Background: an optimization exercise with open tools, aiming at small area and a short achievable clock period. Do not read the settings as production practice.
At most, simulation tests tie the RTL to the original design; equivalence was not proved.
Only the layout flow was run in runs 1 to 7 and 9; the RTL was not checked for function there.
Power is estimated from default activity; no workload was simulated.

## flow/design.v (module list and top-level ports; edited modules follow where they fit)
// module mult_cell: 4 lines
// module mult_ha: 4 lines
// module mult_han: 4 lines
// module mult_inv: 3 lines
// module mult_nand2: 3 lines
// module mult_nor2: 3 lines
// module mult_orpn: 3 lines
// module mult_andpn: 3 lines
// module mult_aoi21b: 3 lines
// module mult_oai21b: 3 lines
// module mult_aoi21: 3 lines
// module mult_oai21: 3 lines
// module mult_man: 2066 lines
module mult_man (
  input clk, input rstn, input data_rdy,
  input [16:0] mult1_signed, input [16:0] mult2_signed,
  output [31:0] res, output [33:0] res_signed, output res_rdy, output [32:0] res_final);
  // ...
==> flow/run.sh <==
#!/bin/bash
# synth_recipe.tcl (not shown) runs the flow's synth.tcl, then flattens the netlist and writes it again
# the make line also repeats each setting of config.mk as NAME=value (left out here)
make -C /OpenROAD-flow-scripts/flow DESIGN_CONFIG=/design/flow/config.mk WORK_HOME=/design/flow/orfs CLKGATE_MAP_FILE= SYNTH_SCRIPT=/design/flow/synth_recipe.tcl finish
==> flow/config.mk <==
export PLATFORM = sky130hd
export DESIGN_NAME = mult_man
export DESIGN_NICKNAME = mult_man
export VERILOG_FILES = /design/flow/design.v
export SDC_FILE = /design/flow/constraint.sdc
export NUM_CORES = 4
export LEC_CHECK = 0
export ABC_CLOCK_PERIOD_IN_PS = 2000
export CAP_MARGIN = 20
export CORE_MARGIN = 2
export CORE_UTILIZATION = 40
export SETUP_SLACK_MARGIN = 2.4
export SLEW_MARGIN = 20
export SYNTH_HIERARCHICAL = 1
export TNS_END_PERCENT = 0
==> flow/constraint.sdc <==
create_clock -name core_clock -period 4.5 [get_ports {clk}]
set_input_delay 0.9000 -clock core_clock [delete_from_list [all_inputs] [get_ports {clk}]]
set_output_delay 0.9000 -clock core_clock [all_outputs]
set_load 0.01 [all_outputs]
==> impl_metrics.py, run 1 <==
metrics = {
    "status": {
        "status": "timing/DRC/antenna clean",
    },
    "yosys": {
        "syn_nets": 1678,
        "yosysTopAreaCell": "fa_1",
        "synth_top_area_share_pct": 26.1,
        "synth_top_family_by_area": "adder cells",
        "synth-compound-area-share_pct": 3.63,
    },
    "pwr": {
        "pg_clk_mw": 2.39,
        "p_total_mw": 12.8,
        "p_sw_mw": 4.94,
        "seq_power_share_pct": 32.0,
        "combPwrFrac_pct": 49.4,
    },
    "floorplanning": {
        "start_util_pct": 40.5,
        "dieWidth_um": 199,
        "nWellTaps": 511,
        "num_rows": 71,
    },
    "finish": {
        "layout.nets": 1813,
        "largest_class": "multi-input gates",
        "postLayoutCellArea_um2": 18100,
        "seq_cells": 260,
        "antenna_cells": 0,
        "final_cell_mix": "373 x nand2_1, 198 x fa_1, 153 x dfxtp_1, 112 x nor2_1, 81 x dlygate4sd2_1",
        "multi_input_comb_cells": 1056,
        "buffers_excl_clock": 149,
    },
    "hold_path": {
        "worstHoldPathType": "reg -> reg",
    },
    "drt": {
        "first_iter_violations": 497,
        "dr_wl_met3_um": 2490,
        "wl_per_cell_um": 15.5,
    },
    "clock_network": {
        "clock-sinks": 260,
        "cts_tree": "done",
    },
    "global_routing": {
        "grt.total_usage_pct": 17.0,
        "grt_pass1_vias": 10246,
        "grt_max_degree": 69,
    },
    "placement": {
        "dpl.hpwl_um": 23100,
    },
    "flow_run": {
        "cap_viol_max_count": 0,
    },
    "timing": {
        "worst_pin_slew_ns": 0.823,
        "relSlewSlack_pct": 45.1,
    },
    "setup_path": {
        "cp_common_cell": "fa_1",
    },
}
==> run 2, diff against run 1 <==
--- a/flow/config.mk
+++ b/flow/config.mk
@@ -10,4 +10,6 @@
 export CORE_MARGIN = 2
 export CORE_UTILIZATION = 40
+export CTS_CLUSTER_DIAMETER = 60
+export CTS_CLUSTER_SIZE = 30
 export SETUP_SLACK_MARGIN = 2.4
 export SLEW_MARGIN = 20
==> impl_metrics.py, run 2 <==
metrics = {
    "status": {
        "status": "timing/DRC/antenna clean",
    },
    "global_routing": {
        "use_met3_pct": 3.17,
        "grt_max_degree": 69,
        "grt_pass1_wl_um": 52500,
        "top_usage_layer": "met2",
        "met2_usage_pct": 26.6,
        "use_met1_pct": 23.2,
        "grt.total_usage_pct": 16.8,
        "antenna_found_initial": 0,
        "overflow": 0,
        "grt_pass1_vias": 10073,
    },
    "yosys": {
        "syn_nets": 1678,
        "synth_area_leaders": "fa_1 26%, dfxtp_1 25%, dfrtp_1 11%",
        "syn_area_per_cell_um2": 10.6,
        "synth_cells": 1431,
        "synth_edf_count": 0,
        "ys_ff_latch": 260,
        "yosysSeqAreaShare_pct": 36.5,
        "yosys_warnings": 7,
        "async_flop_share_pct": 26.2,
        "synth_top_area_share_pct": 26.1,
        "synth_most_common_cell": "nand2_1",
        "ys.flop_type": "dfxtp_1",
        "synthTopCellsByCount": "377 x nand2_1, 198 x fa_1, 192 x dfxtp_1",
        "syn_area_um2": 15200,
        "yosysTopAreaCell": "fa_1",
        "ys_types": 26,
    },
    "timing": {
        "worst_pin_slew_ns": 0.822,
        "min_period_over_period_pct": 51.6,
        "relSlewSlack_pct": 45.2,
        "finClkSkew_ns": 0.0272,
        "fin_crit_ns": 2.32,
        "tns_ns": 0,
        "final_hold_viol_count": 0,
        "rsz0062_at_grt": "true",
        "max_freq_ghz": 0.431,
        "setup_violations": 0,
        "maxSlewViolCount": 0,
    },
    "setup_path": {
        "rr_endpoint": "p2_c18_3",
        "reg2reg_depth": 4,
        "r2r_slack_ns": 2.18,
        "worstPathArrival_ns": 2.72,
        "cp_data_required_time_ns": 4.90,
        "critPathCaptureType": "flip-flop",
        "worstSetupStartpoint": "p1_am_6",
        "reg2reg_from": "p1_am_6",
        "crit_type": "reg -> reg",
        "crit_path_end": "p2_c18_3",
        "startpoint_type": "flip-flop",
        "crit_path_max_fanout": 16,
    },
    "floorplanning": {
        "die_h_um": 199,
        "die_area_um2": 39500,
        "start_util_pct": 40.5,
        "dieWidth_um": 199,
        "num_rows": 71,
        "io_pins": 137,
        "core_area_um2": 37500,
    },
    "placement": {
        "numPlacedInstances": 2033,
        "port_buffers": 135,
        "postPlaceCellArea_um2": 16900,
        "dpl.hpwl_um": 23100,
        "gp_congestion": 0.824,
    },
    "clock_network": {
        "clock-sinks": 260,
        "h-tree-depth": 1,
        "clk-insertion-delay-late_ns": 0.53,
        "cts_buffer_depth": 3,
        "cts-root-buf": "clkbuf_16",
        "cts_buffers": 21,
        "cts.hold.buffers_added": 0,
        "cts_tree": "done",
        "clkTransAtPathRegs_ns": 0.10,
    },
    "finish": {
        "largest_reg_flops": 33,
        "antenna_cells": 0,
        "postLayoutCellArea_um2": 17800,
        "instances_no_fill": 2081,
        "top_register": "rs_q",
        "final_cell_mix": "374 x nand2_1, 198 x fa_1, 154 x dfxtp_1, 112 x nor2_1, 77 x clkdlybuf4s50_1",
        "final_common_cell": "nand2_1",
        "reg_top3": "rs_q x33, r_q x31",
        "num-fill-cells": 3517,
        "area_growth_pct": 17.5,
        "drive_gt1_share_pct": 12.9,
        "layout.nets": 1803,
    },
    "pwr": {
        "p_total_mw": 12.4,
        "ir_drop_mv": 0.325,
        "leakage_nw": 7.24,
        "power_density_nw_per_um2": 695,
    },
    "drt": {
        "wl_per_cell_um": 15.5,
        "drc": 0,
        "totalWireLength_um": 32300,
        "dr.pass1.iters": 5,
        "antenna_left": 0,
        "first_iter_violations": 498,
        "num_vias": 9622,
        "vias_per_cell": 4.62,
    },
    "hold_path": {
        "worstHoldPathType": "reg -> reg",
    },
    "flow_run": {
        "cap_viol_max_count": 0,
    },
}
-- run 2: cell counts after synthesis --
No cell type changed its count.
-- run 2: repair_timing --
| action | 4_1_cts | 5_1_grt |
|---|---|---|
| endpoints found under the hold margin | 0 | 0 |
| pin swaps | 3 | 1 |
| setup endpoints to repair | 199 | 217 |
| cloned | 0 | 1 |
| buffers inserted | 10 | 0 |
| gates resized for setup | 91 | 13 |
-- run 2: final cells by class --
type / instances / area (um^2) / area share, %
clock buffers: 22 / 529 / 2.97
clock inverters: 15 / 221 / 1.24
inverters: 70 / 263 / 1.47
well taps: 511 / 639 / 3.59
flip-flops and latches: 260 / 5660 / 31.8
repair buffers: 147 / 1380 / 7.75
multi-input cells: 1056 / 9140 / 51.2
-- run 2: power breakdown --
part           total [mW]  internal [mW]  switching [mW]  leakage [nW]
Sequential           4.09           3.27           0.820          2.49
Combinational        6.34           3.16            3.18          4.39
Clock                1.97          0.994           0.977         0.360
-- run 2: per-stage QoR --
stage	hold slack (ns)	util, %	worst slack (ns)
after detailed placement	0.315	45.1	1.86
final	0.337	47.6	2.18
after global placement	0.314	45.1	1.89
after floorplan	0.310	-	2.35
after CTS	0.341	47.4	2.18
after global routing	0.346	47.6	2.14
-- run 2: critical path, cell delays in order (launching register included) --
cell	delay (ns)
dfxtp_4	0.51
nand2_1	0.14
fa_1	0.55
fa_1	0.58
fa_1	0.42
-- run 2: cell families after synthesis --
kind of cell / after synthesis / synth area share (%)
fa+ha+maj: 210 / 27.1
simple gates: 632 / 20.5
flops: 260 / 36.5
compound gates: 69 / 3.63
buf+inv: 116 / 3.95
other cells: 1 / 0.0247
xor+xnor: 143 / 8.25
-- run 2: how the worst min path moves through the flow --
stage,startpoint,endpoint,cells after the start
after global placement,p1_n_0,p2_n_0,0
after detailed placement,p1_n_0,p2_n_0,0
after floorplan,p2_c4_0,p3_h4_0,0
after CTS,p2_c2_0,p3_h2_0,0
after global routing,p1_n_0,p2_n_0,0
final,p2_c2_0,p3_h2_0,0
-- run 2: metal layers --
metal,up-vias,part of all wire (%)
met5,-,0
met4,0,3.2
met3,77,7.6
met2,356,45
met1,4645,45
li1,4544,-
-- run 2: per-module statistics from Yosys (local to each module, per instance), excerpt --
module / times used / cell area [um^2] / cells / flops+latches
mult_man: 1 / 7810 / 587 / 260
mult_andpn: 50 / 13.8 / 1 / 0
mult_aoi21b: 11 / 11.3 / 1 / 0
mult_aoi21: 35 / 8.76 / 1 / 0
mult_orpn: 31 / 6.26 / 1 / 0
mult_oai21: 21 / 5.00 / 1 / 0
mult_nand2: 335 / 3.75 / 1 / 0
==> run 3, diff against run 2 <==
--- a/flow/config.mk
+++ b/flow/config.mk
@@ -10,7 +10,5 @@
 export CORE_MARGIN = 2
 export CORE_UTILIZATION = 40
-export CTS_CLUSTER_DIAMETER = 60
-export CTS_CLUSTER_SIZE = 30
-export SETUP_SLACK_MARGIN = 2.4
+export SETUP_SLACK_MARGIN = 2.2
 export SLEW_MARGIN = 20
 export SYNTH_HIERARCHICAL = 1
==> impl_metrics.py, run 3 <==
metrics = {
    "status": {
        "status": "timing/DRC/antenna clean",
    },
    "finish": {
        "area_growth_pct": 19.0,
        "num-fill-cells": 3471,
        "top_register": "rs_q",
        "multi_input_area_um2": 9100,
        "final_common_cell": "nand2_1",
        "regArea_um2": 5600,
        "drive_gt1_share_pct": 13.1,
        "layout.nets": 1809,
        "reg_top3": "rs_q x33, r_q x31",
        "instances_no_fill": 2095,
        "final_cell_mix": "374 x nand2_1, 198 x fa_1, 159 x dfxtp_1, 132 x clkdlybuf4s50_1, 113 x nor2_1",
        "largest_reg_flops": 33,
        "antenna_cells": 0,
    },
    "clock_network": {
        "cts_tree": "done",
        "cts_buffers": 29,
        "cts_buffer_depth": 3,
        "clk-insertion-delay-late_ns": 0.54,
        "h-tree-depth": 1,
        "clock-sinks": 260,
        "cts-root-buf": "clkbuf_16",
        "clkTransAtPathRegs_ns": 0.06,
    },
    "pwr": {
        "leakage_nw": 7.18,
        "ir_drop_mv": 0.300,
        "p_total_mw": 12.9,
        "power_density_nw_per_um2": 713,
    },
    "global_routing": {
        "grt_pass1_wl_um": 52000,
        "grt_max_degree": 69,
        "grt_pass1_vias": 10072,
        "antenna_found_initial": 1,
        "overflow": 0,
        "grt.total_usage_pct": 16.6,
    },
    "yosys": {
        "synth_area_leaders": "fa_1 26%, dfxtp_1 25%, dfrtp_1 11%",
        "ys_ff_latch": 260,
        "syn_area_um2": 15200,
        "synth_top_area_share_pct": 26.1,
        "syn_area_per_cell_um2": 10.6,
        "synth_edf_count": 0,
        "ys_types": 26,
        "synth_most_common_cell": "nand2_1",
        "synthTopCellsByCount": "377 x nand2_1, 198 x fa_1, 192 x dfxtp_1",
        "synth_cells": 1431,
        "yosysTopAreaCell": "fa_1",
        "async_flop_share_pct": 26.2,
        "yosysSeqAreaShare_pct": 36.5,
        "syn_nets": 1678,
        "yosys_warnings": 7,
        "ys.flop_type": "dfxtp_1",
    },
    "timing": {
        "setup_violations": 0,
        "finClkSkew_ns": 0.0123,
        "rsz0062_at_grt": "true",
        "tns_ns": 0,
        "maxSlewViolCount": 0,
        "final_hold_viol_count": 0,
        "max_freq_ghz": 0.423,
        "min_period_over_period_pct": 52.5,
        "worst_pin_slew_ns": 0.847,
        "fin_crit_ns": 2.36,
        "relSlewSlack_pct": 43.5,
    },
    "flow_run": {
        "cap_viol_max_count": 0,
    },
    "floorplanning": {
        "start_util_pct": 40.5,
        "die_area_um2": 39500,
        "core_area_um2": 37500,
        "dieWidth_um": 199,
        "die_h_um": 199,
        "io_pins": 137,
        "num_rows": 71,
    },
    "setup_path": {
        "critPathCaptureType": "flip-flop",
        "worstPathArrival_ns": 2.78,
        "r2r_slack_ns": 2.14,
        "crit_path_max_fanout": 16,
        "crit_type": "reg -> reg",
        "cp_data_required_time_ns": 4.91,
        "startpoint_type": "flip-flop",
    },
    "placement": {
        "gp_congestion": 0.869,
        "numPlacedInstances": 2033,
        "port_buffers": 135,
        "dpl.hpwl_um": 23400,
    },
    "drt": {
        "vias_per_cell": 4.60,
        "totalWireLength_um": 31800,
        "antenna_left": 0,
        "dr.pass1.iters": 5,
        "num_vias": 9630,
        "wl_per_cell_um": 15.2,
        "first_iter_violations": 488,
        "drc": 0,
    },
    "hold_path": {
        "worstHoldPathType": "reg -> reg",
    },
}
## run 3: cell counts after synthesis
Identical to the previous run, type by type.
## run 3: per-module statistics from Yosys (local to each module, per instance), a selection
| module | cells inside | cell area, um^2 | flops+latches |
|---|---|---|---|
| mult_oai21 | 1 | 5.00 | 0 |
| mult_man | 587 | 7810 | 260 |
| mult_inv | 1 | 3.75 | 0 |
| mult_oai21b | 1 | 7.51 | 0 |
| mult_orpn | 1 | 6.26 | 0 |
| mult_andpn | 1 | 13.8 | 0 |
| mult_cell | 1 | 20.0 | 0 |
| mult_aoi21 | 1 | 8.76 | 0 |
| mult_nor2 | 1 | 3.75 | 0 |
| mult_aoi21b | 1 | 11.3 | 0 |
| mult_han | 3 | 20.0 | 0 |
## run 3: what timing repair did
action                     CTS  global route
setup endpoints to repair  193           178
hold buffers                 0             0
buffers inserted             9             0
pin swaps                    3             0
gates resized for setup     36            17
## run 3: power breakdown
| part | leakage [nW] | internal (mW) | switching, mW |
|---|---|---|---|
| combinational | 4.20 | 3.27 | 3.15 |
| clock | 0.497 | 1.43 | 0.949 |
| sequential | 2.49 | 3.27 | 0.811 |
| total | 7.18 | 7.97 | 4.91 |
## run 3: kinds of logic (layout without fill, tap and decap cells)
kind of cell | count (synthesis) | in the layout | share of synthesized area (%)
other cells | 1 | 1 | 0.0247
simple gates | 632 | 632 | 20.5
flops | 260 | 260 | 36.5
xor+xnor | 143 | 143 | 8.25
fa+ha+maj | 210 | 210 | 27.1
compound gates | 69 | 69 | 3.63
buf+inv | 116 | 269 | 3.95
## run 3: worst paths after layout
check                           depth (start not counted)  endpoint  startpoint
worst max-delay path                                    4  p2_c21_1    p1_bm_12
worst min-delay path                                    0    p2_n_0      p1_n_0
worst max register to register                          4  p2_c21_1    p1_bm_12
worst min register to register                          0    p2_n_0      p1_n_0
max in group asynchronous                               2   r_q[31]        rstn
min in group asynchronous                               2   r_q[12]        rstn
## run 3: routing by layer
| metal | vias to the layer above | wire length, um | global-route usage (%) |
|---|---|---|---|
| met5 | - | 0 | 0 |
| met2 | 377 | 14200 | 26.1 |
| li1 | 4565 | - | - |
| met1 | 4651 | 14100 | 22.5 |
| met4 | 0 | 520 | 4.64 |
| met3 | 37 | 3030 | 4.76 |
## run 3: critical path: stages (launching register included)
cell,delay [ns]
dfxtp_2,0.58
nand2_1,0.18
fa_1,0.56
fa_1,0.48
fa_1,0.44
## run 3: area by class of cell
type | count | share of cell area (%)
multi-input combinational | 1055 | 50.4
tap | 511 | 3.54
clock inverter | 16 | 0.845
timing repair buffer | 146 | 8.06
clock buffer | 37 | 4.64
inverter | 70 | 1.46
sequential | 260 | 31.0
## run 3: metrics by stage
stage / utilization, % / hold WS, ns / instance area (um^2) / setup slack (ns)
after floorplan: - / 0.310 / 15200 / 2.21
after global placement: 45.0 / 0.312 / 16900 / 1.78
after detailed placement: 45.0 / 0.312 / 16900 / 1.75
after CTS: 48.0 / 0.327 / 18000 / 2.11
after global routing: 48.2 / 0.334 / 18100 / 2.08
final: 48.2 / 0.328 / 18100 / 2.14
==> run 4, diff against run 3 <==
--- a/flow/config.mk
+++ b/flow/config.mk
@@ -10,5 +10,6 @@
 export CORE_MARGIN = 2
 export CORE_UTILIZATION = 40
-export SETUP_SLACK_MARGIN = 2.2
+export GPL_TIMING_DRIVEN = 1
+export SETUP_SLACK_MARGIN = 2.4
 export SLEW_MARGIN = 20
 export SYNTH_HIERARCHICAL = 1
==> impl_metrics.py, run 4 <==
metrics = {
    "yosys": {
        "async_flop_share_pct": 26.2,
        "synth_area_leaders": "fa_1 26%, dfxtp_1 25%, dfrtp_1 11%",
        "synth_edf_count": 0,
        "synth_most_common_cell": "nand2_1",
        "synthMuxAreaShare_pct": 0,
        "synthAdderAreaFrac_pct": 27.1,
        "ys_ff_latch": 260,
        "yosysTopAreaCell": "fa_1",
        "synth_top_family_by_area": "adder cells",
        "yosysSeqAreaShare_pct": 36.5,
        "ys_types": 26,
        "yosys.area_share.simple_pct": 20.5,
        "ys.flop_type": "dfxtp_1",
        "synth_cells": 1431,
        "syn_area_um2": 15200,
        "synth-compound-area-share_pct": 3.63,
        "synthTopCellsByCount": "377 x nand2_1, 198 x fa_1, 192 x dfxtp_1",
        "synth_top_area_share_pct": 26.1,
        "syn_area_per_cell_um2": 10.6,
        "synth_xor_area_share_pct": 8.25,
        "syn_nets": 1678,
        "yosys_warnings": 7,
    },
    "clock_network": {
        "cts-root-buf": "clkbuf_16",
        "cts_buffers": 29,
        "clk-insertion-delay-late_ns": 0.54,
        "h-tree-depth": 1,
        "clock-sinks": 260,
        "cts_buffer_depth": 3,
        "cts_tree": "done",
        "clkTransAtPathRegs_ns": 0.06,
    },
    "drt": {
        "vias_per_cell": 4.60,
        "totalWireLength_um": 32500,
        "num_vias": 9644,
        "drc": 0,
        "antenna_left": 0,
        "dr.pass1.iters": 5,
        "wl_per_cell_um": 15.5,
        "first_iter_violations": 497,
    },
    "global_routing": {
        "antenna_found_initial": 0,
        "grt_pass1_wl_um": 53100,
        "grt_pass1_vias": 10246,
        "grt_max_degree": 69,
        "grt.total_usage_pct": 17.0,
        "overflow": 0,
    },
    "floorplanning": {
        "die_area_um2": 39500,
        "io_pins": 137,
        "start_util_pct": 40.5,
        "dieWidth_um": 199,
        "die_h_um": 199,
        "core_area_um2": 37500,
        "num_rows": 71,
    },
    "timing": {
        "min_period_over_period_pct": 51.2,
        "relSlewSlack_pct": 45.1,
        "maxSlewViolCount": 0,
        "finClkSkew_ns": 0.0147,
        "tns_ns": 0,
        "final_hold_viol_count": 0,
        "rsz0062_at_grt": "true",
        "max_freq_ghz": 0.434,
        "setup_violations": 0,
        "worst_pin_slew_ns": 0.823,
        "fin_crit_ns": 2.30,
    },
    "setup_path": {
        "crit_type": "reg -> reg",
        "crit_path_max_fanout": 16,
        "worstPathArrival_ns": 2.72,
        "startpoint_type": "flip-flop",
        "cp_data_required_time_ns": 4.92,
        "critPathCaptureType": "flip-flop",
    },
    "pwr": {
        "clock_power_share_pct": 18.6,
        "power_density_nw_per_um2": 709,
        "seq_power_share_pct": 32.0,
        "ir_drop_mv": 0.323,
        "leakage_nw": 7.46,
        "switching_share_pct": 38.6,
        "power.internal_mw": 7.87,
        "combPwrFrac_pct": 49.4,
        "p_total_mw": 12.8,
        "p_sw_mw": 4.94,
    },
    "placement": {
        "postPlaceCellArea_um2": 16900,
        "gp_congestion": 0.824,
        "port_buffers": 135,
        "dpl.hpwl_um": 23100,
    },
    "finish": {
        "area_growth_pct": 19.1,
        "largest_reg_flops": 33,
        "reg_top3": "rs_q x33, r_q x31",
        "final_cell_mix": "373 x nand2_1, 198 x fa_1, 153 x dfxtp_1, 112 x nor2_1, 81 x dlygate4sd2_1",
        "postLayoutCellArea_um2": 18100,
        "drive_gt1_share_pct": 13.8,
        "final_common_cell": "nand2_1",
        "antenna_cells": 0,
        "layout.nets": 1813,
        "top_register": "rs_q",
    },
    "hold_path": {
        "worstHoldPathType": "reg -> reg",
    },
    "status": {
        "status": "timing/DRC/antenna clean",
    },
    "flow_run": {
        "cap_viol_max_count": 0,
    },
}
==> run 4: power by group through the flow <==
stage / Combinational, mW / Clock (mW) / Sequential (mW)
floorplan: 4.74 / 0 / 3.99
global placement: 6.24 / 0 / 4.13
detailed placement: 6.40 / 0 / 4.15
CTS: 6.35 / 2.45 / 4.09
global route: 7.19 / 2.54 / 4.22
finish: 6.33 / 2.39 / 4.10
==> run 4: Yosys stat by module, one instance, submodules excluded, excerpt <==
module,area (um^2),copies in the design,flip-flops and latches,cells
mult_orpn,6.26,31,0,1
mult_nand2,3.75,335,0,1
mult_inv,3.75,45,0,1
mult_man,7810,1,260,587
mult_aoi21,8.76,35,0,1
mult_oai21,5.00,21,0,1
==> run 4: through the flow <==
| stage | hold WS (ns) | std cells | setup slack [ns] | util, % |
|---|---|---|---|---|
| 2_1_floorplan | 0.310 | 1431 | 2.35 | - |
| 3_3_place_gp | 0.314 | 2033 | 1.89 | 45.1 |
| 3_5_place_dp | 0.315 | 2033 | 1.86 | 45.1 |
| 4_1_cts | 0.329 | 2094 | 2.18 | 48.0 |
| 5_1_grt | 0.336 | 2098 | 2.15 | 48.2 |
| 6_report | 0.327 | 2098 | 2.20 | 48.2 |
==> run 4: final cells by class <==
type,instances,area (um^2)
fill,3518,19400
multi-input combinational,1056,9160
sequential,260,5660
timing repair buffer,149,1370
clock buffer,43,880
tap,511,639
inverter,70,263
clock inverter,9,111
==> run 4: routing by layer <==
layer	GRT usage [%]	vias to the layer above	routed length, um
met2	27.2	354	14600
li1	-	4570	-
met3	3.15	75	2490
met1	23.3	4645	14500
met5	0	-	0
met4	5.39	0	938
==> run 4: worst max-delay path, cell delays in order (launching register included) <==
cell and delay [ns]:
dfxtp_4 0.49, nand2_1 0.14, fa_1 0.54, fa_1 0.58, fa_1 0.42
==> run 4: cells by family after synthesis <==
family,Yosys count
AO/OA/AOI/OAI,69
XOR/XNOR,143
adder cells (fa/ha/maj),210
buffers and inverters,116
flip-flops,260
other,1
AND/OR/NAND/NOR,632
==> run 4: path summary, 6_finish.rpt <==
check                           depth (start not counted)  startpoint  slack [ns]  endpoint
worst max-delay path                                    4     p1_am_6        2.20  p2_c18_3
worst min-delay path                                    0     p2_c4_0        0.33   p3_h4_0
worst max register to register                          4     p1_am_6        2.20  p2_c18_3
worst min register to register                          0     p2_c4_0        0.33   p3_h4_0
max in group asynchronous                               2        rstn        3.42  rs_q[28]
min in group asynchronous                               2        rstn        0.53   r_q[11]
==> run 4: timing repair <==
item                                    CTS  global route
endpoints found under the setup margin  199           213
pin swaps                                 2             2
hold buffers                              0             0
gates resized for setup                 119            14
buffers inserted                          9             3
gates cloned                              0             1
==> run 5, diff against run 4 <==
--- a/flow/config.mk
+++ b/flow/config.mk
@@ -9,6 +9,6 @@
 export CAP_MARGIN = 20
 export CORE_MARGIN = 2
-export CORE_UTILIZATION = 40
-export GPL_TIMING_DRIVEN = 1
+export CORE_UTILIZATION = 60
+export PLACE_DENSITY = 0.75
 export SETUP_SLACK_MARGIN = 2.4
 export SLEW_MARGIN = 20
==> impl_metrics.py, run 5 <==
metrics = {
    "global_routing": {
        "grt.total_usage_pct": 23.9,
        "overflow": 0,
        "grt_pass1_wl_um": 50200,
        "grt_pass1_vias": 10058,
        "grt_max_degree": 38,
        "antenna_found_initial": 0,
    },
    "yosys": {
        "synth_top_area_share_pct": 26.1,
        "ys_ff_latch": 260,
        "async_flop_share_pct": 26.2,
        "ys_types": 26,
        "synth_area_leaders": "fa_1 26%, dfxtp_1 25%, dfrtp_1 11%",
        "synth_edf_count": 0,
        "yosys_warnings": 7,
        "syn_area_per_cell_um2": 10.6,
        "yosysTopAreaCell": "fa_1",
        "ys.flop_type": "dfxtp_1",
        "synth_cells": 1431,
        "synth_most_common_cell": "nand2_1",
        "syn_nets": 1678,
        "syn_area_um2": 15200,
        "synthTopCellsByCount": "377 x nand2_1, 198 x fa_1, 192 x dfxtp_1",
        "yosysSeqAreaShare_pct": 36.5,
    },
    "drt": {
        "drc": 0,
        "vias_per_cell": 5.14,
        "wl_per_cell_um": 16.1,
        "dr.pass1.iters": 5,
        "num_vias": 9803,
        "totalWireLength_um": 30800,
        "first_iter_violations": 744,
        "antenna_left": 0,
    },
    "clock_network": {
        "cts-root-buf": "clkbuf_16",
        "h-tree-depth": 1,
        "cts_tree": "done",
        "clk-insertion-delay-late_ns": 0.53,
        "clock-sinks": 260,
        "cts_buffers": 27,
        "clkTransAtPathRegs_ns": 0.06,
        "cts_buffer_depth": 3,
    },
    "setup_path": {
        "crit_buf_inv": 0,
        "reg2reg_depth": 4,
        "crit_type": "reg -> reg",
        "path_cells": "nand2_1 -> fa_1 -> fa_1 -> fa_1",
        "worstPathArrival_ns": 2.75,
        "reg2reg_from": "p1_am_11",
        "critPathMaxStageDelay_ns": 0.60,
        "cp_common_cell": "fa_1",
        "rr_endpoint": "p2_c21_2",
        "cpMaxStageDelayCell": "dfxtp_2",
        "crit_family": "adder cells",
        "cp_data_required_time_ns": 4.91,
        "critPathCaptureType": "flip-flop",
        "crit_path_max_fanout": 16,
        "r2r_slack_ns": 2.16,
        "startpoint_type": "flip-flop",
    },
    "placement": {
        "port_buffers": 135,
        "dpl.hpwl_um": 21500,
        "numPlacedInstances": 1852,
        "gp_congestion": 0.836,
    },
    "timing": {
        "setup_violations": 0,
        "worst_pin_slew_ns": 1.00,
        "relSlewSlack_pct": 33.2,
        "finClkSkew_ns": 0.00847,
        "fin_crit_ns": 2.34,
        "final_hold_viol_count": 0,
        "tns_ns": 0,
        "maxSlewViolCount": 0,
        "rsz0062_at_grt": "true",
        "max_freq_ghz": 0.427,
        "min_period_over_period_pct": 52.0,
    },
    "flow_run": {
        "cap_viol_max_count": 0,
    },
    "finish": {
        "area_growth_pct": 17.1,
        "num-fill-cells": 1845,
        "largest_reg_flops": 33,
        "final_cell_mix": "374 x nand2_1, 198 x fa_1, 155 x dfxtp_1, 113 x nor2_1, 84 x clkdlybuf4s50_1",
        "reg_top3": "rs_q x33, r_q x31",
        "top_register": "rs_q",
        "antenna_cells": 0,
        "instances_no_fill": 1909,
        "layout.nets": 1806,
        "final_common_cell": "nand2_1",
        "drive_gt1_share_pct": 12.8,
    },
    "status": {
        "status": "timing/DRC/antenna clean",
    },
    "pwr": {
        "leakage_nw": 7.30,
        "p_total_mw": 12.8,
        "ir_drop_mv": 0.336,
        "power_density_nw_per_um2": 718,
    },
    "floorplanning": {
        "die_area_um2": 26600,
        "core_area_um2": 25000,
        "die_h_um": 163,
        "num_rows": 58,
        "io_pins": 137,
        "dieWidth_um": 163,
        "start_util_pct": 60.6,
    },
    "hold_path": {
        "worstHoldPathType": "reg -> reg",
        "min_from": "p2_c3_0",
        "hold_depth": 0,
        "min_to": "p3_h3_0",
    },
}
-- run 5: cell type report --
cell class                 count  area, um^2  share of cell area [%]
tap                          330         413                    2.32
timing repair buffer         144        1400                    7.88
clock inverter                14         180                    1.01
multi-input combinational   1056        9140                    51.4
clock buffer                  35         726                    4.08
sequential                   260        5650                    31.8
inverter                      70         263                    1.48
-- run 5: modules after synthesis, one instance, submodules excluded, excerpt --
module / cells / cell area, um^2 / flip-flops and latches
mult_man: 587 / 7810 / 260
mult_andpn: 1 / 13.8 / 0
mult_aoi21: 1 / 8.76 / 0
mult_han: 3 / 20.0 / 0
mult_oai21: 1 / 5.00 / 0
mult_aoi21b: 1 / 11.3 / 0
mult_nand2: 1 / 3.75 / 0
mult_inv: 1 / 3.75 / 0
mult_oai21b: 1 / 7.51 / 0
mult_cell: 1 / 20.0 / 0
mult_nor2: 1 / 3.75 / 0
-- run 5: repair_timing --
action	in CTS	in global routing
gates cloned	0	1
endpoints found under the setup margin	196	212
pin swaps	2	2
buffers inserted	6	1
hold buffers	0	0
gates resized for setup	75	18
endpoints found under the hold margin	0	0
-- run 5: worst reg2reg max path, cell delays in order, from the launching register on --
cell     delay [ns]
dfxtp_2        0.60
nand2_1        0.18
fa_1           0.47
fa_1           0.57
fa_1           0.40
-- run 5: per-layer routing --
layer	part of all wire, %	track usage (%)
met1	42	31.9
met3	8.6	4.90
met2	47	39.9
met5	0	0
met4	2.5	7.04
-- run 5: logic make-up (layout without fill, tap and decap cells) --
| logic type | Yosys count | count (layout) | synth area share (%) |
|---|---|---|---|
| AOI/OAI and AO/OA | 69 | 69 | 3.63 |
| xor gates and xnor gates | 143 | 143 | 8.25 |
| other | 1 | 1 | 0.0247 |
| buffers and inverters | 116 | 263 | 3.95 |
| DFF | 260 | 260 | 36.5 |
| and+or+nand+nor | 632 | 633 | 20.5 |
| adders and majority gates | 210 | 210 | 27.1 |
-- run 5: stage by stage --
step	setup slack [ns]	cell area, um^2	hold WS [ns]	util [%]
6_report	2.16	17800	0.327	71.0
5_1_grt	2.13	17800	0.331	71.0
4_1_cts	2.18	17700	0.328	70.7
3_5_place_dp	1.90	16700	0.314	66.8
3_3_place_gp	1.92	16700	0.312	66.7
2_1_floorplan	2.35	15300	0.310	-
-- run 5: how the worst max path moves through the flow --
stage / start / slack [ns] / end / cells after the start
4_1_cts: r_q[21] / 2.18 / res[21] / 1
2_1_floorplan: p3_h5_0 / 2.35 / rs_q[28] / 11
3_3_place_gp: p3_h2_0 / 1.92 / rs_q[30] / 10
6_report: p1_am_11 / 2.16 / p2_c21_2 / 4
3_5_place_dp: p3_h2_0 / 1.90 / rs_q[30] / 10
5_1_grt: r_q[7] / 2.13 / res[7] / 1
-- run 5: where the power goes --
group	total, mW	internal [mW]	switching [mW]	leakage [nW]
combinational	6.43	3.18	3.25	4.37
sequential	4.08	3.27	0.807	2.49
clock	2.26	1.37	0.891	0.440
total	12.8	7.82	4.95	7.30
==> run 6, diff against run 5 <==
==> flow/flow/run.sh (new file) <==
#!/bin/bash
# The standard layout (standard.sh), with one change: the port buffers that buffer_ports
# inserts are sky130_fd_sc_hd__buf_2 cells (later resized as needed) instead of the delay cell
# buffer_ports picks by itself. Every input and output port still gets its buffer.
set -euo pipefail
bash standard.sh 'BUFFER_PORTS_ARGS=-buffer_cell sky130_fd_sc_hd__buf_2' finish > standard_flow.log 2>&1
==> flow/standard.sh (new file) <==
#!/bin/bash
# synth_recipe.tcl (not shown) runs the flow's synth.tcl, then flattens the netlist and writes it again
# the make line also repeats each setting of config.mk as NAME=value (left out here)
make -C /OpenROAD-flow-scripts/flow DESIGN_CONFIG=/design/flow/config.mk WORK_HOME=/design/flow/orfs CLKGATE_MAP_FILE= SYNTH_SCRIPT=/design/flow/synth_recipe.tcl "${@:-finish}"
--- a/flow/config.mk
+++ b/flow/config.mk
@@ -9,6 +9,5 @@
 export CAP_MARGIN = 20
 export CORE_MARGIN = 2
-export CORE_UTILIZATION = 60
-export PLACE_DENSITY = 0.75
+export CORE_UTILIZATION = 40
 export SETUP_SLACK_MARGIN = 2.4
 export SLEW_MARGIN = 20
removed: flow/run.sh
==> impl_metrics.py, run 6 <==
metrics = {
    "pwr": {
        "ir_drop_mv": 0.389,
        "combPwrFrac_pct": 51.3,
        "power_density_nw_per_um2": 687,
        "power.internal_mw": 7.96,
        "p_sw_mw": 5.07,
        "p_total_mw": 13.0,
        "seq_power_share_pct": 30.5,
        "switching_share_pct": 38.9,
        "clock_power_share_pct": 18.2,
        "leakage_nw": 8.02,
    },
    "setup_path": {
        "crit_path_max_fanout": 3,
        "startpoint_type": "flip-flop",
        "r2r_slack_ns": 2.28,
        "worstPathArrival_ns": 2.63,
        "crit_type": "reg -> reg",
        "cp_data_required_time_ns": 4.91,
        "critPathCaptureType": "flip-flop",
    },
    "global_routing": {
        "grt_max_degree": 46,
        "antenna_found_initial": 0,
        "overflow": 0,
        "grt_pass1_vias": 10487,
        "grt_pass1_wl_um": 56600,
        "grt.total_usage_pct": 18.4,
    },
    "timing": {
        "relSlewSlack_pct": 38.3,
        "setup_violations": 0,
        "worst_pin_slew_ns": 0.926,
        "rsz0062_at_grt": "true",
        "min_period_over_period_pct": 49.3,
        "fin_crit_ns": 2.22,
        "max_freq_ghz": 0.451,
        "hold_ws_ns": 0.325,
        "finClkSkew_ns": 0.00900,
        "final_hold_viol_count": 0,
        "maxSlewViolCount": 0,
        "tns_ns": 0,
    },
    "yosys": {
        "synth_edf_count": 0,
        "synth_cells": 1431,
        "synthTopCellsByCount": "377 x nand2_1, 198 x fa_1, 192 x dfxtp_1",
        "yosysTopAreaCell": "fa_1",
        "yosysSeqAreaShare_pct": 36.5,
        "synth_most_common_cell": "nand2_1",
        "async_flop_share_pct": 26.2,
        "syn_nets": 1678,
        "syn_area_per_cell_um2": 10.6,
        "synth_area_leaders": "fa_1 26%, dfxtp_1 25%, dfrtp_1 11%",
        "ys_ff_latch": 260,
        "ys.flop_type": "dfxtp_1",
        "syn_area_um2": 15200,
        "yosys_warnings": 7,
        "synth_top_area_share_pct": 26.1,
        "ys_types": 26,
    },
    "floorplanning": {
        "start_util_pct": 40.5,
        "io_pins": 137,
        "die_area_um2": 39500,
        "core_area_um2": 37500,
        "num_rows": 71,
        "die_h_um": 199,
        "dieWidth_um": 199,
    },
    "clock_network": {
        "clkTransAtPathRegs_ns": 0.06,
        "h-tree-depth": 1,
        "cts-root-buf": "clkbuf_16",
        "clk-insertion-delay-late_ns": 0.53,
        "cts_buffer_depth": 3,
        "cts_buffers": 27,
        "cts_tree": "done",
        "clock-sinks": 260,
    },
    "finish": {
        "top_register": "rs_q",
        "final_cell_mix": "366 x nand2_1, 177 x fa_1, 152 x dfxtp_1, 135 x buf_2, 111 x nor2_1",
        "fin_util_pct": 50.6,
        "num-fill-cells": 3344,
        "regArea_um2": 5680,
        "antenna_cells": 0,
        "postLayoutCellArea_um2": 19000,
        "layout.nets": 1920,
        "drive_gt1_share_pct": 29.1,
        "multi_input_area_um2": 9250,
        "final_common_cell": "nand2_1",
        "area_growth_pct": 25.0,
        "largest_reg_flops": 33,
        "reg_top3": "rs_q x33, r_q x31",
    },
    "drt": {
        "num_vias": 10274,
        "totalWireLength_um": 35500,
        "vias_per_cell": 4.66,
        "antenna_left": 0,
        "wl_per_cell_um": 16.1,
        "drc": 0,
        "first_iter_violations": 772,
        "dr.pass1.iters": 5,
    },
    "status": {
        "status": "timing/DRC/antenna clean",
    },
    "placement": {
        "postPlaceCellArea_um2": 16300,
        "port_buffers": 135,
        "gp_congestion": 0.828,
        "dpl.hpwl_um": 23000,
    },
    "flow_run": {
        "cap_viol_max_count": 0,
    },
    "hold_path": {
        "worstHoldPathType": "reg -> reg",
    },
}
## run 6: cell counts after synthesis
Identical to the previous run, type by type.
## run 6: power by group through the flow
stage	Clock [mW]	Combinational [mW]	Sequential [mW]
6_report	2.37	6.69	3.97
5_1_grt	2.53	7.57	4.07
2_1_floorplan	0	4.74	3.99
4_1_cts	2.43	6.64	3.97
3_3_place_gp	0	5.96	4.11
3_5_place_dp	0	6.13	4.13
## run 6: cell families after synthesis
| group | Yosys count | synth area share [%] |
|---|---|---|
| AO/OA/AOI/OAI | 69 | 3.63 |
| XOR/XNOR | 143 | 8.25 |
| adder cells (fa/ha/maj) | 210 | 27.1 |
| buffers and inverters | 116 | 3.95 |
| flip-flops | 260 | 36.5 |
| other | 1 | 0.0247 |
| AND/OR/NAND/NOR | 632 | 20.5 |
## run 6: layout make-up
type                    instances  area share [%]
clock buffers                  35            4.15
well taps                     511            3.37
multi-input cells            1056            48.8
inverters                      70            1.38
clock inverters                14           0.969
flip-flops and latches        260            29.9
repair buffers                258            11.4
## run 6: per-layer routing
metal  routed length [um]  track usage [%]
met1                15400             25.7
met2                15700             28.6
met4                 1060             5.67
met5                    0                0
met3                 3370             4.07
## run 6: metrics by stage
stage / setup WS, ns / instances
finish: 2.28 / 2204
global route: 2.22 / 2204
CTS: 2.32 / 2193
detailed placement: 1.95 / 2033
global placement: 2.02 / 2033
floorplan: 2.35 / 1431
## run 6: path summary, 6_finish.rpt
kind                          from       end  cells after the start
setup reg to reg           p1_bm_4  p2_c16_4                      6
setup / recovery           p1_bm_4  p2_c16_4                      6
max in group asynchronous     rstn   r_q[29]                      2
hold reg to reg             p2_n_0    p3_n_0                      0
hold / removal              p2_n_0    p3_n_0                      0
min in group asynchronous     rstn   r_q[13]                      1
## run 6: what timing repair did
| item | 4_1_cts | 5_1_grt |
|---|---|---|
| setup buffers | 110 | 10 |
| setup endpoints to repair | 97 | 86 |
| pin swaps | 21 | 11 |
| hold buffers | 0 | 0 |
| gates resized for setup | 95 | 19 |
| gates cloned | 1 | 0 |
## run 6: per-module statistics from Yosys (local to each module, per instance), a selection
module       copies in the design  cells  flops+latches
mult_andpn                     50      1              0
mult_nor2                      80      1              0
mult_aoi21                     35      1              0
mult_inv                       45      1              0
mult_oai21                     21      1              0
mult_cell                     198      1              0
mult_nand2                    335      1              0
mult_aoi21b                    11      1              0
mult_oai21b                     2      1              0
mult_han                       12      3              0
mult_man                        1    587            260
## run 6: worst max-delay path, cell delays in order (launching register included)
cell	delay, ns
dfxtp_4	0.37
buf_4	0.14
buf_4	0.13
nand2_1	0.07
fa_1	0.40
fa_1	0.57
fa_1	0.41
==> run 7, diff against run 6 <==
--- a/flow/config.mk
+++ b/flow/config.mk
@@ -10,5 +10,5 @@
 export CORE_MARGIN = 2
 export CORE_UTILIZATION = 40
-export SETUP_SLACK_MARGIN = 2.4
+export SETUP_SLACK_MARGIN = 2.3
 export SLEW_MARGIN = 20
 export SYNTH_HIERARCHICAL = 1
==> impl_metrics.py, run 7 <==
metrics = {
    "status": {
        "status": "timing/DRC/antenna clean",
    },
    "clock_network": {
        "cts_buffers": 28,
        "cts.hold.buffers_added": 0,
        "cts_buffer_depth": 3,
        "clk-insertion-delay-late_ns": 0.55,
        "clock-sinks": 260,
        "clkTransAtPathRegs_ns": 0.07,
        "cts-root-buf": "clkbuf_16",
        "h-tree-depth": 1,
        "cts_tree": "done",
    },
    "timing": {
        "rsz0062_at_grt": "true",
        "worst_pin_slew_ns": 0.809,
        "relSlewSlack_pct": 46.0,
        "finalWorstSetupSlack_ns": 2.25,
        "setup_violations": 0,
        "fin_crit_ns": 2.25,
        "finClkSkew_ns": 0.0154,
        "final_hold_viol_count": 0,
        "hold_ws_ns": 0.328,
        "max_freq_ghz": 0.445,
        "min_period_over_period_pct": 49.9,
        "tns_ns": 0,
        "maxSlewViolCount": 0,
    },
    "yosys": {
        "yosysTopAreaCell": "fa_1",
        "ys_types": 26,
        "async_flop_share_pct": 26.2,
        "synthTopCellsByCount": "377 x nand2_1, 198 x fa_1, 192 x dfxtp_1",
        "yosysSeqAreaShare_pct": 36.5,
        "syn_area_per_cell_um2": 10.6,
        "ys.flop_type": "dfxtp_1",
        "synth_most_common_cell": "nand2_1",
        "synth_cells": 1431,
        "synth_edf_count": 0,
        "syn_area_um2": 15200,
        "yosys_warnings": 7,
        "synth_area_leaders": "fa_1 26%, dfxtp_1 25%, dfrtp_1 11%",
        "ys_ff_latch": 260,
        "synth_top_area_share_pct": 26.1,
        "syn_nets": 1678,
    },
    "setup_path": {
        "rr_endpoint": "p2_c14_3",
        "reg2reg_depth": 4,
        "cp_data_required_time_ns": 4.94,
        "r2r_slack_ns": 2.25,
        "cp_common_cell": "fa_1",
        "crit_type": "reg -> reg",
        "worstPathArrival_ns": 2.68,
        "worstSetupStartpoint": "p1_bm_14",
        "cpMaxStageDelayCell": "fa_1",
        "critPathMaxStageDelay_ns": 0.60,
        "crit_family": "adder cells",
        "crit_path_max_fanout": 16,
        "startpoint_type": "flip-flop",
        "reg2reg_from": "p1_bm_14",
        "path_cells": "nand2_1 -> fa_1 -> fa_1 -> fa_1",
        "crit_buf_inv": 0,
        "critPathCaptureType": "flip-flop",
    },
    "drt": {
        "antenna_left": 0,
        "num_vias": 9681,
        "wl_per_cell_um": 15.3,
        "dr.pass1.iters": 5,
        "met1_length_um": 14600,
        "first_iter_violations": 563,
        "totalWireLength_um": 32300,
        "vias_per_cell": 4.60,
        "dr_wl_met3_um": 2930,
        "top_layer": "met4",
        "drc": 0,
        "route.met2.wl_um": 14000,
    },
    "hold_path": {
        "min_to": "p3_h4_0",
        "worstHoldPathType": "reg -> reg",
        "hold_depth": 0,
        "min_from": "p2_c4_0",
    },
    "floorplanning": {
        "num_rows": 71,
        "dieWidth_um": 199,
        "die_area_um2": 39500,
        "start_util_pct": 40.5,
        "die_h_um": 199,
        "core_area_um2": 37500,
        "io_pins": 137,
    },
    "placement": {
        "gp_congestion": 0.830,
        "dpl.hpwl_um": 23600,
        "pre_cts_ws_ns": 1.71,
        "numPlacedInstances": 2033,
        "port_buffers": 135,
    },
    "global_routing": {
        "grt_max_degree": 40,
        "grt_pass1_vias": 10181,
        "overflow": 0,
        "grt.total_usage_pct": 16.8,
        "grt_pass1_wl_um": 52600,
        "antenna_found_initial": 0,
    },
    "pwr": {
        "p_total_mw": 12.8,
        "power_density_nw_per_um2": 726,
        "leakage_nw": 7.37,
        "ir_drop_mv": 0.278,
    },
    "finish": {
        "final_cell_mix": "373 x nand2_1, 197 x fa_1, 157 x dfxtp_1, 135 x buf_2, 112 x nor2_1",
        "area_growth_pct": 16.1,
        "instances_no_fill": 2103,
        "reg_top3": "rs_q x33, r_q x31",
        "final_common_cell": "nand2_1",
        "layout.nets": 1817,
        "antenna_cells": 0,
        "top_register": "rs_q",
        "drive_gt1_share_pct": 22.3,
        "largest_reg_flops": 33,
        "regArea_um2": 5670,
        "multi_input_area_um2": 9110,
        "num-fill-cells": 3529,
    },
    "flow_run": {
        "cap_viol_max_count": 0,
    },
}
[run 7: cell counts after synthesis]
No cell type changed its count.
[run 7: through the flow]
| step | area [um^2] | util (%) |
|---|---|---|
| after floorplan | 15200 | - |
| after global placement | 16200 | 43.2 |
| after global routing | 17600 | 47.0 |
| after detailed placement | 16200 | 43.2 |
| final | 17600 | 47.0 |
| after CTS | 17600 | 47.0 |
[run 7: modules after synthesis (local to each module, per instance)]
module,area [um^2],times used,cells
mult_oai21b,7.51,2,1
mult_nand2,3.75,335,1
mult_aoi21b,11.3,11,1
mult_man,7810,1,587
mult_han,20.0,12,3
mult_inv,3.75,45,1
mult_nor2,3.75,80,1
mult_cell,20.0,198,1
mult_andpn,13.8,50,1
mult_oai21,5.00,21,1
mult_aoi21,8.76,35,1
mult_orpn,6.26,31,1
[run 7: worst max-delay path by stage]
stage	endpoint	slack, ns	depth (start not counted)
6_report	p2_c14_3	2.25	4
5_1_grt	rs_q[18]	2.13	12
4_1_cts	p2_c13_2	2.28	4
3_5_place_dp	rs_q[30]	1.71	11
3_3_place_gp	rs_q[30]	1.74	11
2_1_floorplan	rs_q[28]	2.23	11
[run 7: per-layer routing]
layer / GRT usage, % / up-vias
li1: - / 4593
met1: 23.6 / 4642
met2: 26.4 / 391
met3: 3.56 / 55
met4: 4.28 / 0
met5: 0 / -
[run 7: cell families after synthesis]
group	count (synthesis)	synth area share (%)
XOR/XNOR	143	8.25
other	1	0.0247
flip-flops	260	36.5
buffers and inverters	116	3.95
adder cells (fa/ha/maj)	210	27.1
AO/OA/AOI/OAI	69	3.63
AND/OR/NAND/NOR	632	20.5
[run 7: repair_timing]
item	CTS	global route
pin swaps	3	0
gates resized for setup	77	3
buffers inserted	18	0
endpoints found under the setup margin	102	52
[run 7: where the power goes]
group | switching (mW) | total, mW | internal, mW
Clock | 1.01 | 2.57 | 1.56
Sequential | 0.784 | 4.05 | 3.27
Combinational | 3.19 | 6.18 | 2.98
Total | 4.98 | 12.8 | 7.82
[run 7: final cells by class]
cell class,instances,area share [%]
clock inverters,20,1.51
well taps,511,3.63
inverters,70,1.49
repair buffers,155,5.06
clock buffers,32,4.48
flip-flops and latches,260,32.1
multi-input cells,1055,51.7
==> run 8, diff against run 7 <==
--- a/flow/design.v
+++ b/flow/design.v
@@ -11,4 +11,7 @@
    assign co = ~(a | b);
 endmodule
+module mult_buf (input a, output y);
+   assign y = a;
+endmodule
 module mult_inv (input a, output y);
    assign y = ~a;
==> impl_metrics.py, run 8 <==
metrics = {
    "yosys": {
        "synth_top_family_by_area": "adder cells",
        "synthMuxAreaShare_pct": 0,
        "yosysSeqAreaShare_pct": 36.5,
        "synth_cells": 1431,
        "ys_types": 26,
        "syn_area_per_cell_um2": 10.6,
        "yosysTopAreaCell": "fa_1",
        "syn_nets": 1678,
        "ys.flop_type": "dfxtp_1",
        "synth_edf_count": 0,
        "synth_top_area_share_pct": 26.1,
        "synthTopCellsByCount": "377 x nand2_1, 198 x fa_1, 192 x dfxtp_1",
        "synth-compound-area-share_pct": 3.63,
        "synth_area_leaders": "fa_1 26%, dfxtp_1 25%, dfrtp_1 11%",
        "async_flop_share_pct": 26.2,
        "syn_area_um2": 15200,
        "synth_most_common_cell": "nand2_1",
        "yosys.area_share.simple_pct": 20.5,
        "synthAdderAreaFrac_pct": 27.1,
        "yosys_warnings": 7,
        "ys_ff_latch": 260,
        "synth_xor_area_share_pct": 8.25,
    },
    "finish": {
        "final_cell_mix": "373 x nand2_1, 197 x fa_1, 157 x dfxtp_1, 135 x buf_2, 112 x nor2_1",
        "regArea_um2": 5670,
        "largest_reg_flops": 33,
        "area_growth_pct": 16.1,
        "layout.nets": 1817,
        "multi_input_area_um2": 9110,
        "drive_gt1_share_pct": 22.3,
        "top_register": "rs_q",
        "reg_top3": "rs_q x33, r_q x31",
        "final_common_cell": "nand2_1",
        "num-fill-cells": 3529,
        "antenna_cells": 0,
    },
    "timing": {
        "hold_ws_ns": 0.328,
        "min_period_over_period_pct": 49.9,
        "final_hold_viol_count": 0,
        "finClkSkew_ns": 0.0154,
        "rsz0062_at_grt": "true",
        "fin_crit_ns": 2.25,
        "relSlewSlack_pct": 46.0,
        "setup_violations": 0,
        "tns_ns": 0,
        "max_freq_ghz": 0.445,
        "maxSlewViolCount": 0,
        "worst_pin_slew_ns": 0.809,
    },
    "drt": {
        "drc": 0,
        "dr.pass1.iters": 5,
        "wl_per_cell_um": 15.3,
        "first_iter_violations": 563,
        "antenna_left": 0,
        "num_vias": 9681,
        "totalWireLength_um": 32300,
        "vias_per_cell": 4.60,
    },
    "floorplanning": {
        "num_rows": 71,
        "io_pins": 137,
        "die_area_um2": 39500,
        "dieWidth_um": 199,
        "die_h_um": 199,
        "start_util_pct": 40.5,
        "core_area_um2": 37500,
    },
    "setup_path": {
        "critPathMaxStageDelay_ns": 0.60,
        "crit_path_max_fanout": 16,
        "startpoint_type": "flip-flop",
        "worstPathArrival_ns": 2.68,
        "crit_type": "reg -> reg",
        "cp_data_required_time_ns": 4.94,
        "cp_common_cell": "fa_1",
        "path_cells": "nand2_1 -> fa_1 -> fa_1 -> fa_1",
        "critPathCaptureType": "flip-flop",
        "crit_family": "adder cells",
        "crit_buf_inv": 0,
        "cpMaxStageDelayCell": "fa_1",
    },
    "global_routing": {
        "grt_pass1_vias": 10181,
        "grt.total_usage_pct": 16.8,
        "overflow": 0,
        "grt_pass1_wl_um": 52600,
        "antenna_found_initial": 0,
        "grt_max_degree": 40,
    },
    "clock_network": {
        "cts_buffers": 28,
        "cts.hold.buffers_added": 0,
        "cts_buffer_depth": 3,
        "clock-sinks": 260,
        "cts_tree": "done",
        "cts-root-buf": "clkbuf_16",
        "h-tree-depth": 1,
        "clk-insertion-delay-late_ns": 0.55,
        "clkTransAtPathRegs_ns": 0.07,
    },
    "placement": {
        "port_buffers": 135,
        "gp_congestion": 0.830,
        "dpl.hpwl_um": 23600,
    },
    "pwr": {
        "p_total_mw": 12.8,
        "ir_drop_mv": 0.278,
        "power_density_nw_per_um2": 726,
        "leakage_nw": 7.37,
    },
    "flow_run": {
        "cap_viol_max_count": 0,
    },
    "status": {
        "status": "timing/DRC/antenna clean",
    },
    "hold_path": {
        "worstHoldPathType": "reg -> reg",
    },
}
## run 8: cell counts in the layout (fill, tap and decap cells not counted)
Identical to the previous run, type by type.
## run 8: cell type report
type	count	area share, %
Multi-Input combinational cell	1055	51.7
Clock buffer	32	4.48
Clock inverter	20	1.51
Sequential cell	260	32.1
Tap cell	511	3.63
Inverter	70	1.49
Timing Repair Buffer	155	5.06
## run 8: kinds of logic (layout without fill, tap and decap cells)
kind of cell             after synthesis  in the layout
buffers and inverters                116            277
flip-flops                           260            260
other                                  1              1
adder cells (fa/ha/maj)              210            210
AO/OA/AOI/OAI                         69             69
AND/OR/NAND/NOR                      632            632
XOR/XNOR                             143            143
## run 8: per-layer routing
layer	track usage (%)	up-vias	share of wire, %
li1	-	4593	-
met1	23.6	4642	45
met2	26.4	391	43
met3	3.56	55	9.1
met4	4.28	0	2.1
met5	0	-	0
## run 8: worst register-to-register path, delay by kind of cell, from the launching register on
kind	cells	cell delay, ns
adder cells (fa/ha/maj)	3	1.50
AND/OR/NAND/NOR	1	0.13
flip-flops	1	0.50
## run 8: power by group
part	internal [mW]	switching [mW]
clock	1.56	1.01
sequential	3.27	0.784
combinational	2.98	3.19
total	7.82	4.98
## run 8: per-module statistics from Yosys (local to each module, per instance)
| module | flops+latches | cells inside | copies in the design | cell area (um^2) |
|---|---|---|---|---|
| mult_andpn | 0 | 1 | 50 | 13.8 |
| mult_aoi21 | 0 | 1 | 35 | 8.76 |
| mult_aoi21b | 0 | 1 | 11 | 11.3 |
| mult_cell | 0 | 1 | 198 | 20.0 |
| mult_han | 0 | 3 | 12 | 20.0 |
| mult_inv | 0 | 1 | 45 | 3.75 |
| mult_man | 260 | 587 | 1 | 7810 |
| mult_nand2 | 0 | 1 | 335 | 3.75 |
| mult_nor2 | 0 | 1 | 80 | 3.75 |
| mult_oai21 | 0 | 1 | 21 | 5.00 |
| mult_oai21b | 0 | 1 | 2 | 7.51 |
| mult_orpn | 0 | 1 | 31 | 6.26 |
## run 8: through the flow
stage | worst slack (ns) | utilization [%] | cell area, um^2 | std cells
2_1_floorplan | 2.23 | - | 15200 | 1431
4_1_cts | 2.28 | 47.0 | 17600 | 2103
6_report | 2.25 | 47.0 | 17600 | 2103
5_1_grt | 2.13 | 47.0 | 17600 | 2103
3_5_place_dp | 1.71 | 43.2 | 16200 | 2033
3_3_place_gp | 1.74 | 43.2 | 16200 | 2033
## run 8: worst paths after layout
path / start / cells past startpoint / to / slack (ns)
max: p1_bm_14 / 4 / p2_c14_3 / 2.25
max reg2reg: p1_bm_14 / 4 / p2_c14_3 / 2.25
max in group asynchronous: rstn / 2 / v3 / 3.16
min in group asynchronous: rstn / 1 / rs_q[11] / 0.44
min reg2reg: p2_c4_0 / 0 / p3_h4_0 / 0.33
min: p2_c4_0 / 0 / p3_h4_0 / 0.33
## run 8: what timing repair did
item / 4_1_cts / 5_1_grt
buffers inserted: 18 / 0
resized for setup: 77 / 3
pin swaps: 3 / 0
setup endpoints to repair: 102 / 52
==> run 9, diff against run 8 <==
--- a/flow/design.v
+++ b/flow/design.v
@@ -11,7 +11,4 @@
    assign co = ~(a | b);
 endmodule
-module mult_buf (input a, output y);
-   assign y = a;
-endmodule
 module mult_inv (input a, output y);
    assign y = ~a;
==> flow/flow/run.sh (replaced) <==
#!/bin/bash
# The standard layout (standard.sh), with one change: the port buffers that buffer_ports
# inserts are sky130_fd_sc_hd__buf_4 cells (later resized as needed) instead of the delay cell
# buffer_ports picks by itself. Every input and output port still gets its buffer.
set -euo pipefail
bash standard.sh 'BUFFER_PORTS_ARGS=-buffer_cell sky130_fd_sc_hd__buf_4' finish > standard_flow.log 2>&1
--- a/flow/config.mk
+++ b/flow/config.mk
@@ -10,5 +10,5 @@
 export CORE_MARGIN = 2
 export CORE_UTILIZATION = 40
-export SETUP_SLACK_MARGIN = 2.3
+export SETUP_SLACK_MARGIN = 2.4
 export SLEW_MARGIN = 20
 export SYNTH_HIERARCHICAL = 1
==> impl_metrics.py, run 9 <==
metrics = {
    "pwr": {
        "seq_power_share_pct": 30.7,
        "ir_drop_mv": 0.327,
        "power_density_nw_per_um2": 690,
        "leakage_nw": 7.96,
        "clock_power_share_pct": 18.0,
        "switching_share_pct": 38.7,
        "p_sw_mw": 5.10,
        "combPwrFrac_pct": 51.3,
        "power.internal_mw": 8.07,
    },
    "setup_path": {
        "cpMaxStageDelayCell": "fa_1",
        "crit_family": "adder cells",
        "crit_path_max_fanout": 12,
        "crit_type": "reg -> reg",
        "critPathMaxStageDelay_ns": 0.58,
        "cp_data_required_time_ns": 4.92,
        "worstPathArrival_ns": 2.65,
        "critPathCaptureType": "flip-flop",
        "path_cells": "nand2_1 -> fa_1 -> fa_1 -> fa_1",
        "startpoint_type": "flip-flop",
        "cp_common_cell": "fa_1",
        "crit_buf_inv": 0,
    },
    "floorplanning": {
        "core_area_um2": 37500,
        "die_area_um2": 39500,
        "start_util_pct": 40.5,
        "num_rows": 71,
        "die_h_um": 199,
        "io_pins": 137,
        "dieWidth_um": 199,
    },
    "yosys": {
        "synthMuxAreaShare_pct": 0,
        "ys.flop_type": "dfxtp_1",
        "synthTopCellsByCount": "377 x nand2_1, 198 x fa_1, 192 x dfxtp_1",
        "synth_edf_count": 0,
        "synth_area_leaders": "fa_1 26%, dfxtp_1 25%, dfrtp_1 11%",
        "yosys.area_share.simple_pct": 20.5,
        "synthAdderAreaFrac_pct": 27.1,
        "syn_area_per_cell_um2": 10.6,
        "yosysTopAreaCell": "fa_1",
        "synth_top_family_by_area": "adder cells",
        "ys_ff_latch": 260,
        "yosys_warnings": 7,
        "syn_area_um2": 15200,
        "synth_xor_area_share_pct": 8.25,
        "synth_top_area_share_pct": 26.1,
        "synth-compound-area-share_pct": 3.63,
        "ys_types": 26,
        "synth_most_common_cell": "nand2_1",
        "synth_cells": 1431,
        "syn_nets": 1678,
        "yosysSeqAreaShare_pct": 36.5,
        "async_flop_share_pct": 26.2,
    },
    "finish": {
        "top_register": "rs_q",
        "final_common_cell": "nand2_1",
        "final_cell_mix": "368 x nand2_1, 188 x buf_4, 176 x fa_1, 148 x dfxtp_1, 109 x nor2_1",
        "antenna_cells": 0,
        "drive_gt1_share_pct": 28.5,
        "largest_reg_flops": 33,
        "reg_top3": "rs_q x33, r_q x31",
        "instances_no_fill": 2184,
        "postLayoutCellArea_um2": 19100,
        "area_growth_pct": 25.8,
        "layout.nets": 1897,
    },
    "clock_network": {
        "cts.hold.buffers_added": 0,
        "cts_tree": "done",
        "clkTransAtPathRegs_ns": 0.06,
        "cts-root-buf": "clkbuf_16",
        "clock-sinks": 260,
        "cts_buffer_depth": 3,
        "clk-insertion-delay-late_ns": 0.55,
        "h-tree-depth": 1,
        "cts_buffers": 29,
    },
    "placement": {
        "port_buffers": 135,
        "dpl.hpwl_um": 23200,
        "postPlaceCellArea_um2": 16600,
        "gp_congestion": 0.834,
        "numPlacedInstances": 2031,
    },
    "drt": {
        "num_vias": 10100,
        "first_iter_violations": 617,
        "totalWireLength_um": 34800,
        "vias_per_cell": 4.62,
        "wl_per_cell_um": 15.9,
        "drc": 0,
        "antenna_left": 0,
        "dr.pass1.iters": 7,
    },
    "timing": {
        "final_hold_viol_count": 0,
        "relSlewSlack_pct": 45.1,
        "setup_violations": 0,
        "maxSlewViolCount": 0,
        "fin_crit_ns": 2.23,
        "min_period_over_period_pct": 49.6,
        "worst_pin_slew_ns": 0.823,
        "tns_ns": 0,
        "rsz0062_at_grt": "true",
        "max_freq_ghz": 0.448,
        "finClkSkew_ns": 0.0179,
    },
    "hold_path": {
        "worstHoldPathType": "reg -> reg",
    },
    "global_routing": {
        "grt_pass1_wl_um": 56500,
        "grt_pass1_vias": 10659,
        "overflow": 0,
        "grt.total_usage_pct": 18.3,
        "antenna_found_initial": 0,
        "grt_max_degree": 69,
    },
    "status": {
        "status": "timing/DRC/antenna clean",
    },
    "flow_run": {
        "cap_viol_max_count": 0,
    },
}
run 9: area by class of cell:
type / instances / area, um^2
timing repair buffer: 234 / 2260
inverter: 70 / 263
clock inverter: 13 / 129
tap: 511 / 639
clock buffer: 41 / 851
multi-input combinational: 1055 / 9260
fill: 3398 / 18400
sequential: 260 / 5680
run 9: power groups by stage:
stage | Clock (mW) | Sequential, mW | Combinational (mW)
5_1_grt | 2.53 | 4.15 | 7.60
6_report | 2.37 | 4.04 | 6.76
3_5_place_dp | 0 | 4.16 | 6.26
3_3_place_gp | 0 | 4.15 | 6.09
4_1_cts | 2.43 | 4.03 | 6.74
2_1_floorplan | 0 | 3.99 | 4.74
run 9: kinds of logic (layout without fill, tap and decap cells):
logic type / Yosys count / in the layout
AOI/OAI and AO/OA: 69 / 69
xor gates and xnor gates: 143 / 143
adders and majority gates: 210 / 210
buffers and inverters: 116 / 358
DFF: 260 / 260
other: 1 / 1
and+or+nand+nor: 632 / 632
run 9: stage by stage:
stage,power [mW],hold WS [ns],utilization (%),setup slack (ns)
2_1_floorplan,8.73,0.310,-,2.35
3_3_place_gp,10.2,0.312,44.2,1.98
5_1_grt,14.3,0.335,50.9,2.24
3_5_place_dp,10.4,0.313,44.2,1.94
4_1_cts,13.2,0.328,50.6,2.32
6_report,13.2,0.326,50.9,2.27
run 9: per-module statistics from Yosys, one instance, submodules excluded:
| module | copies in the design | flops+latches | cells | cell area [um^2] |
|---|---|---|---|---|
| mult_nand2 | 335 | 0 | 1 | 3.75 |
| mult_nor2 | 80 | 0 | 1 | 3.75 |
| mult_han | 12 | 0 | 3 | 20.0 |
| mult_oai21 | 21 | 0 | 1 | 5.00 |
| mult_aoi21 | 35 | 0 | 1 | 8.76 |
| mult_inv | 45 | 0 | 1 | 3.75 |
| mult_aoi21b | 11 | 0 | 1 | 11.3 |
| mult_andpn | 50 | 0 | 1 | 13.8 |
| mult_oai21b | 2 | 0 | 1 | 7.51 |
| mult_cell | 198 | 0 | 1 | 20.0 |
| mult_orpn | 31 | 0 | 1 | 6.26 |
| mult_man | 1 | 260 | 587 | 7810 |
run 9: worst register-to-register path, cell delays in order, from the launching register on:
cell,delay [ns]
dfxtp_4,0.48
nand2_1,0.13
fa_1,0.49
fa_1,0.58
fa_1,0.42
run 9: worst paths after layout:
kind	end	startpoint	slack, ns	depth (start not counted)
worst max-delay path	p2_c18_3	p1_am_8	2.27	4
worst min-delay path	p3_n_0	p2_n_0	0.33	0
worst max register to register	p2_c18_3	p1_am_8	2.27	4
worst min register to register	p3_n_0	p2_n_0	0.33	0
max in group asynchronous	rs_q[30]	rstn	3.51	1
min in group asynchronous	rs_q[11]	rstn	0.43	1
run 9: what timing repair did:
item	CTS	global route
buffers inserted	99	0
endpoints found under the setup margin	97	83
gates cloned	0	0
gates resized for setup	88	25
pin swaps	16	6
run 9: routing by layer:
layer / vias to the layer above / GRT usage [%] / part of all wire, %
li1: 4744 / - / -
met1: 4828 / 25.2 / 44
met2: 445 / 28.7 / 44
met3: 83 / 3.71 / 8.4
met4: 0 / 6.85 / 3.3
met5: - / 0 / 0

-- re-timing with driven ports --
No port has a modelled driver above. Below, the same layouts with a new extraction and two added sets of constraints. Step 1 (the two cells are an assumption about what drives the block):
set clk [get_ports {clk}]
set_driving_cell -lib_cell sky130_fd_sc_hd__clkbuf_16 $clk
set_driving_cell -lib_cell sky130_fd_sc_hd__buf_2 [delete_from_list [all_inputs] $clk]
Step 2 times the ports against the registers' clock, not the clock port: input delays grow and output delays shrink by t, the midpoint of the rising clock arrivals with the driver on. a / b / c = ideal / step 1 / step 2; a / b = the first two.
| run | t, ns | setup WS [ns] | worst hold slack (ns) | worst setup path after step 2 |
|---|---|---|---|---|
| run 1 | 0.583 | 2.198 / 2.161 / 1.965 | 0.327 / 0.327 / 0.327 | input to register |
| run 2 | 0.566 | 2.178 / 2.153 / 1.960 | 0.337 / 0.337 / 0.337 | input to register |
| run 3 | 0.583 | 2.136 / 2.099 / 1.882 | 0.328 / 0.328 / 0.328 | input to register |
| run 4 | 0.583 | 2.198 / 2.161 / 1.965 | 0.327 / 0.327 / 0.327 | input to register |
| run 5 | 0.573 | 2.159 / 2.150 / 1.990 | 0.327 / 0.327 / 0.327 | input to register |
| run 6 | 0.576 | 2.282 / 2.282 / 2.259 | 0.325 / 0.325 / 0.325 | input to register |
| run 7 | 0.598 | 2.254 / 2.254 / 2.254 | 0.328 / 0.328 / 0.328 | register to register |
| run 8 | 0.598 | 2.254 / 2.254 / 2.254 | 0.328 / 0.328 / 0.328 | register to register |
| run 9 | 0.593 | 2.268 / 2.268 / 2.268 | 0.326 / 0.326 / 0.326 | register to register |
After both steps setup and hold are still met in every run listed. For run 3, which loses most, drivers alone change the setup slack by -0.037 ns; drivers and shift together by -0.254 ns.
